This design comes from an exercise in tuning for small area, a short achievable clock period and few clock cycles on the open sky130 flow, not from production work.
In this exercise RTL edits were held to simulation tests only and were not proved equivalent to the original.
Power figures rest on the tool's default switching activity, not on a simulated workload.

== maple ==
==> flow/design.v (excerpt) <==
module SAD(Go, A_Addr, A_Data, B_Addr, B_Data, C_Addr, I_RW, I_En, O_RW, O_En, Done, SAD_Out, Clk, Rst);
   input Go;
   input [7:0] A_Data, B_Data;
   output [14:0] A_Addr, B_Addr;
   output [6:0] C_Addr;
   output I_RW, I_En, O_RW;
   output reg O_En, Done;
   output [31:0] SAD_Out;
   input Clk, Rst;
   reg [7:0]  L;           
   reg [6:0]  H;           
   reg        H7;
   reg [7:0]  x1;
   reg        c1;
   reg [15:0] Sum;
   reg        f2;          
   reg        l1, l2;      
   wire       busy = (|L) | (|H);
   wire       run = Go | busy;
   wire       lastpix = &L;
   wire       adv = run & lastpix;
   wire       fb = H[6] ^ H[5] ^ (H[5:0] == 6'd0);
   wire [7:0] ag = A_Data & ~B_Data;
   wire [7:0] ap = A_Data | ~B_Data;
   wire [7:0] ah = ~(A_Data ^ B_Data);
   wire [7:0] ac;          
   sad_pfx8 u_pa(.g(ag), .p(ap), .c(ac));
   wire [7:0] s = ah ^ {ac[6:0], 1'b0};
   wire [7:0]  x = ~(x1 ^ {8{c1}});
   wire [15:0] base = f2 ? 16'd0 : Sum;
   wire [7:0]  bg = base[7:0] & x;
   wire [7:0]  bp = base[7:0] | x;
   wire [7:0]  bh = base[7:0] ^ x;
   wire        bg0;
   sad_g u_b0(.gh(bg[0]), .ph(bp[0]), .gl(c1), .g(bg0));
   wire [7:0]  bc;         
   sad_pfx8 u_pb(.g({bg[7:1], bg0}), .p(bp), .c(bc));
   wire [7:0]  lo = bh ^ {bc[6:0], c1};
   wire [7:0]  hi1 = base[15:8] + 8'd1;
   wire [7:0]  hi = bc[7] ? hi1 : base[15:8];
   assign A_Addr = {H, L};
   assign B_Addr = {H, L};
   assign C_Addr = {H7, H[6:1]};
   assign I_En = 1'b1;
   assign I_RW = 1'b0;
   assign O_RW = 1'b1;
   assign SAD_Out = {16'b0, Sum};
   always @(posedge Clk) begin
      if (Rst) begin
         L <= 8'd0;
         H <= 7'd0;
      end else begin
         L <= L + {7'd0, run};
         if (adv) H <= {H[5:0], fb};
      end
      if (adv) H7 <= H[6];
      l1 <= ~Rst & lastpix;
      x1 <= s;
      c1 <= ac[7];
      l2 <= ~Rst & l1;
      f2 <= (L == 8'd1);
      Sum <= {hi, lo};
      O_En <= ~Rst & l2;
      Done <= ~Rst & l2 & ~busy;
   end
endmodule
clock: 8.0 ns
lec_check: 0
cap_margin: 20
core_margin: 2
core_utilization: 45
slew_margin: 20
synth_hierarchical: 1
synth_minimum_keep_size: 0
standard.sh (not shown) runs the stock make flow with config.mk's settings and CLKGATE_MAP_FILE= SYNTH_SCRIPT=/design/flow/synth_recipe.tcl, a recipe that flattens the netlist after the stock synthesis.
==> flow/flow/run.sh <==
#!/bin/bash
# Standard layout with three changes: port buffers made of buf_1 cells
# instead of the delay buffers buffer_ports picks by default, adders left to
# ABC, no dummy loads added to the clock tree, and timing repair aimed 5.4 ns below the period.
set -euo pipefail
bash standard.sh \
  "BUFFER_PORTS_ARGS=-buffer_cell sky130_fd_sc_hd__buf_1" \
  ADDER_MAP_FILE= \
  "CTS_ARGS=-sink_clustering_enable -sink_clustering_size 50 -sink_clustering_max_diameter 500 -repair_clock_nets -dont_use_dummy_load" \
  SETUP_SLACK_MARGIN=5.4 \
  finish > make_finish.log 2>&1
Testbench counts of maple, summed over its fixed seeds: cycles 393,246.
Edits applied to the flow inputs when going from maple to quartz:
diff --git a/flow/flow/run.sh b/flow/flow/run.sh
--- a/flow/flow/run.sh
+++ b/flow/flow/run.sh
@@ -8,3 +8,3 @@
   ADDER_MAP_FILE= \
-  "CTS_ARGS=-sink_clustering_enable -sink_clustering_size 50 -sink_clustering_max_diameter 500 -repair_clock_nets -dont_use_dummy_load" \
+  "CTS_ARGS=-sink_clustering_enable -repair_clock_nets -dont_use_dummy_load" \
   SETUP_SLACK_MARGIN=5.4 \
Findings:
Comparing quartz against maple, there is no change at all in share of the cycle needed by the critical path after routing. Looking at maple and quartz, the signal arrival time at the worst endpoint is a wash. Diff maple..quartz | number of hold buffers added after cts | unchanged. Final max-slew violation count: quartz vs maple identical. maple -> quartz: detailed-route wire length flat. Re synthesized cell count: no difference whatsoever between quartz and maple. Layout overhead on the synthesized area came out exactly the same in maple and quartz. Number of post-CTS setup repair buffers came out exactly the same in maple and quartz. On final cell count, maple and quartz are basically level. Reported for maple and quartz, met3 routed wirelength turned out identical to the last digit.
[inputs] zinc vs quartz
==> flow/flow/run.sh <==
#!/bin/bash
# Standard layout with three changes: port buffers made of buf_1 cells
# instead of the delay buffers buffer_ports picks by default, adders left to
# ABC, and no dummy loads added to the clock tree.
set -euo pipefail
bash standard.sh \
  "BUFFER_PORTS_ARGS=-buffer_cell sky130_fd_sc_hd__buf_1" \
  ADDER_MAP_FILE= \
  "CTS_ARGS=-sink_clustering_enable -repair_clock_nets -dont_use_dummy_load" \
  finish > make_finish.log 2>&1
Findings:
quartz: all stages complete, timing, DRC and antenna checks passed
zinc: no failed stages, no open violations at the end
zinc has utilization below what quartz had.
Cmp quartz and zinc / share of the final layout cell area in sequential cells / lower: quartz
After detailed routing, quartz needs less wire than zinc.
quartz -> zinc: synthesized cell count delta 0, exact match
Via count of the first global-routing pass was higher in quartz than in zinc.
zinc: post-route minimum period 100 ps above quartz

---

Another version of the RTL of SAD (not shown whole).
Size: about 300 cells after synthesis, ~46 flip-flops, roughly 93 I/O pins, about 2600 sq um of cells after synthesis.
export LEC_CHECK = 0
export CAP_MARGIN = 20
export CORE_MARGIN = 2
export CORE_UTILIZATION = 45
export PLACE_DENSITY = 0.8
export SLEW_MARGIN = 20
export SYNTH_HIERARCHICAL = 1
export SYNTH_MINIMUM_KEEP_SIZE = 0
create_clock -name core_clock -period 8.0 [get_ports {Clk}]
==> flow/flow/run.sh <==
#!/bin/bash
# Standard layout with three changes: port buffers made of buf_1 cells
# instead of the delay buffers buffer_ports picks by default, adders left to
# ABC, no dummy loads added to the clock tree, and timing repair aimed 5.5 ns below the period.
set -euo pipefail
bash standard.sh \
  "BUFFER_PORTS_ARGS=-buffer_cell sky130_fd_sc_hd__buf_1" \
  ADDER_MAP_FILE= \
  "CTS_ARGS=-sink_clustering_enable -repair_clock_nets -dont_use_dummy_load" \
  SETUP_SLACK_MARGIN=5.5 \
  finish > make_finish.log 2>&1
The baseline completed without violations.
Testbench counts at the start, summed over its fixed seeds: cycles 393,246.
Change:
CORE_UTILIZATION = 60   (was 45)
PLACE_DENSITY = default   (was 0.8)
What happened: Utilization increases by 17 points. Power decreases by 0.37%. Die area decreases by 24%. Register-to-register slack barely changes. Clock power is about the same. Routed wire length decreases by 4.4%. Fmax hardly moves. Synthesized area stays the same. Synthesized cell count stays the same.
Change:
CORE_UTILIZATION = 45   (was 60)
Effect:
- critical path depth does not change
- final cell count goes up by 5.5%
- die area goes up by 31%
- global-route usage goes down by 3.7 points
- clock skew goes up by 0.0055 ns
- utilization goes down by 18 points
- register-to-register slack is worse by 0.11 ns
- fmax barely changes
- first-iteration DRC count goes down by 44%
- hold slack is better by 0.0053 ns
- setup slack stays flat
Change:
==> flow/flow/run.sh (replaced) <==
#!/bin/bash
# Standard layout with three changes: port buffers made of buf_1 cells
# instead of the delay buffers buffer_ports picks by default, adders left to
# ABC, no dummy loads added to the clock tree, and timing repair aimed 5.6 ns below the period.
set -euo pipefail
bash standard.sh \
  "BUFFER_PORTS_ARGS=-buffer_cell sky130_fd_sc_hd__buf_1" \
  ADDER_MAP_FILE= \
  "CTS_ARGS=-sink_clustering_enable -repair_clock_nets -dont_use_dummy_load" \
  SETUP_SLACK_MARGIN=5.6 \
  finish > make_finish.log 2>&1
Result: Clock-buffer cell count stays the same; critical path depth is unchanged; synthesized cell count does not change; cell area increases by about a fifth.
Change:
==> flow/flow/run.sh (replaced) <==
#!/bin/bash
# Standard layout with three changes: port buffers made of buf_1 cells
# instead of the delay buffers buffer_ports picks by default, adders left to
# ABC, no dummy loads added to the clock tree, and timing repair aimed 5.5 ns below the period.
set -euo pipefail
bash standard.sh \
  "BUFFER_PORTS_ARGS=-buffer_cell sky130_fd_sc_hd__buf_1" \
  ADDER_MAP_FILE= \
  "CTS_ARGS=-sink_clustering_enable -repair_clock_nets -dont_use_dummy_load" \
  SETUP_SLACK_MARGIN=5.5 \
  finish > make_finish.log 2>&1
CAP_MARGIN = 0   (was 20)
SLEW_MARGIN = 0   (was 20)
Result: Design area decreases by 14%; critical path depth stays the same; clock skew falls by 0.0043 ns; area after synthesis is unchanged; power drops by 4.0%; setup slack got worse by 0.050 ns.

[port drivers added, routing unchanged]
How much do the figures lean on ideal ports? The routed layouts below were timed once more, with nothing changed but the port constraints. Step 1 assumes that a clkbuf_16 drives the clock port and a buf_2 every other input. Step 2 times the ports against the registers' clock, not the clock port: input delays grow and output delays shrink by t, the midpoint of the rising clock arrivals with the driver on. Slacks: ideal / step 1 / step 2; pairs: ideal / step 1.
run	shift t [ns]	slack for setup (ns)	worst setup path at the end	pins driven straight from the clock port
maple	0.314	5.440 / 5.436 / 5.123	input to register	1
quartz	0.314	5.440 / 5.436 / 5.123	input to register	1
zinc	0.312	5.336 / 5.310 / 5.149	input to register	1
the first run of note 2	0.309	5.537 / 5.509 / 5.335	input to register	1
the second run of note 2	0.314	5.540 / 5.513 / 5.338	input to register	1
the third run of note 2	0.315	5.542 / 5.514 / 5.344	input to register	1
the fourth run of note 2	0.317	5.591 / 5.564 / 5.376	input to register	1
the fifth run of note 2	0.315	5.542 / 5.514 / 5.344	input to register	1
After both steps every run listed still meets setup and hold.
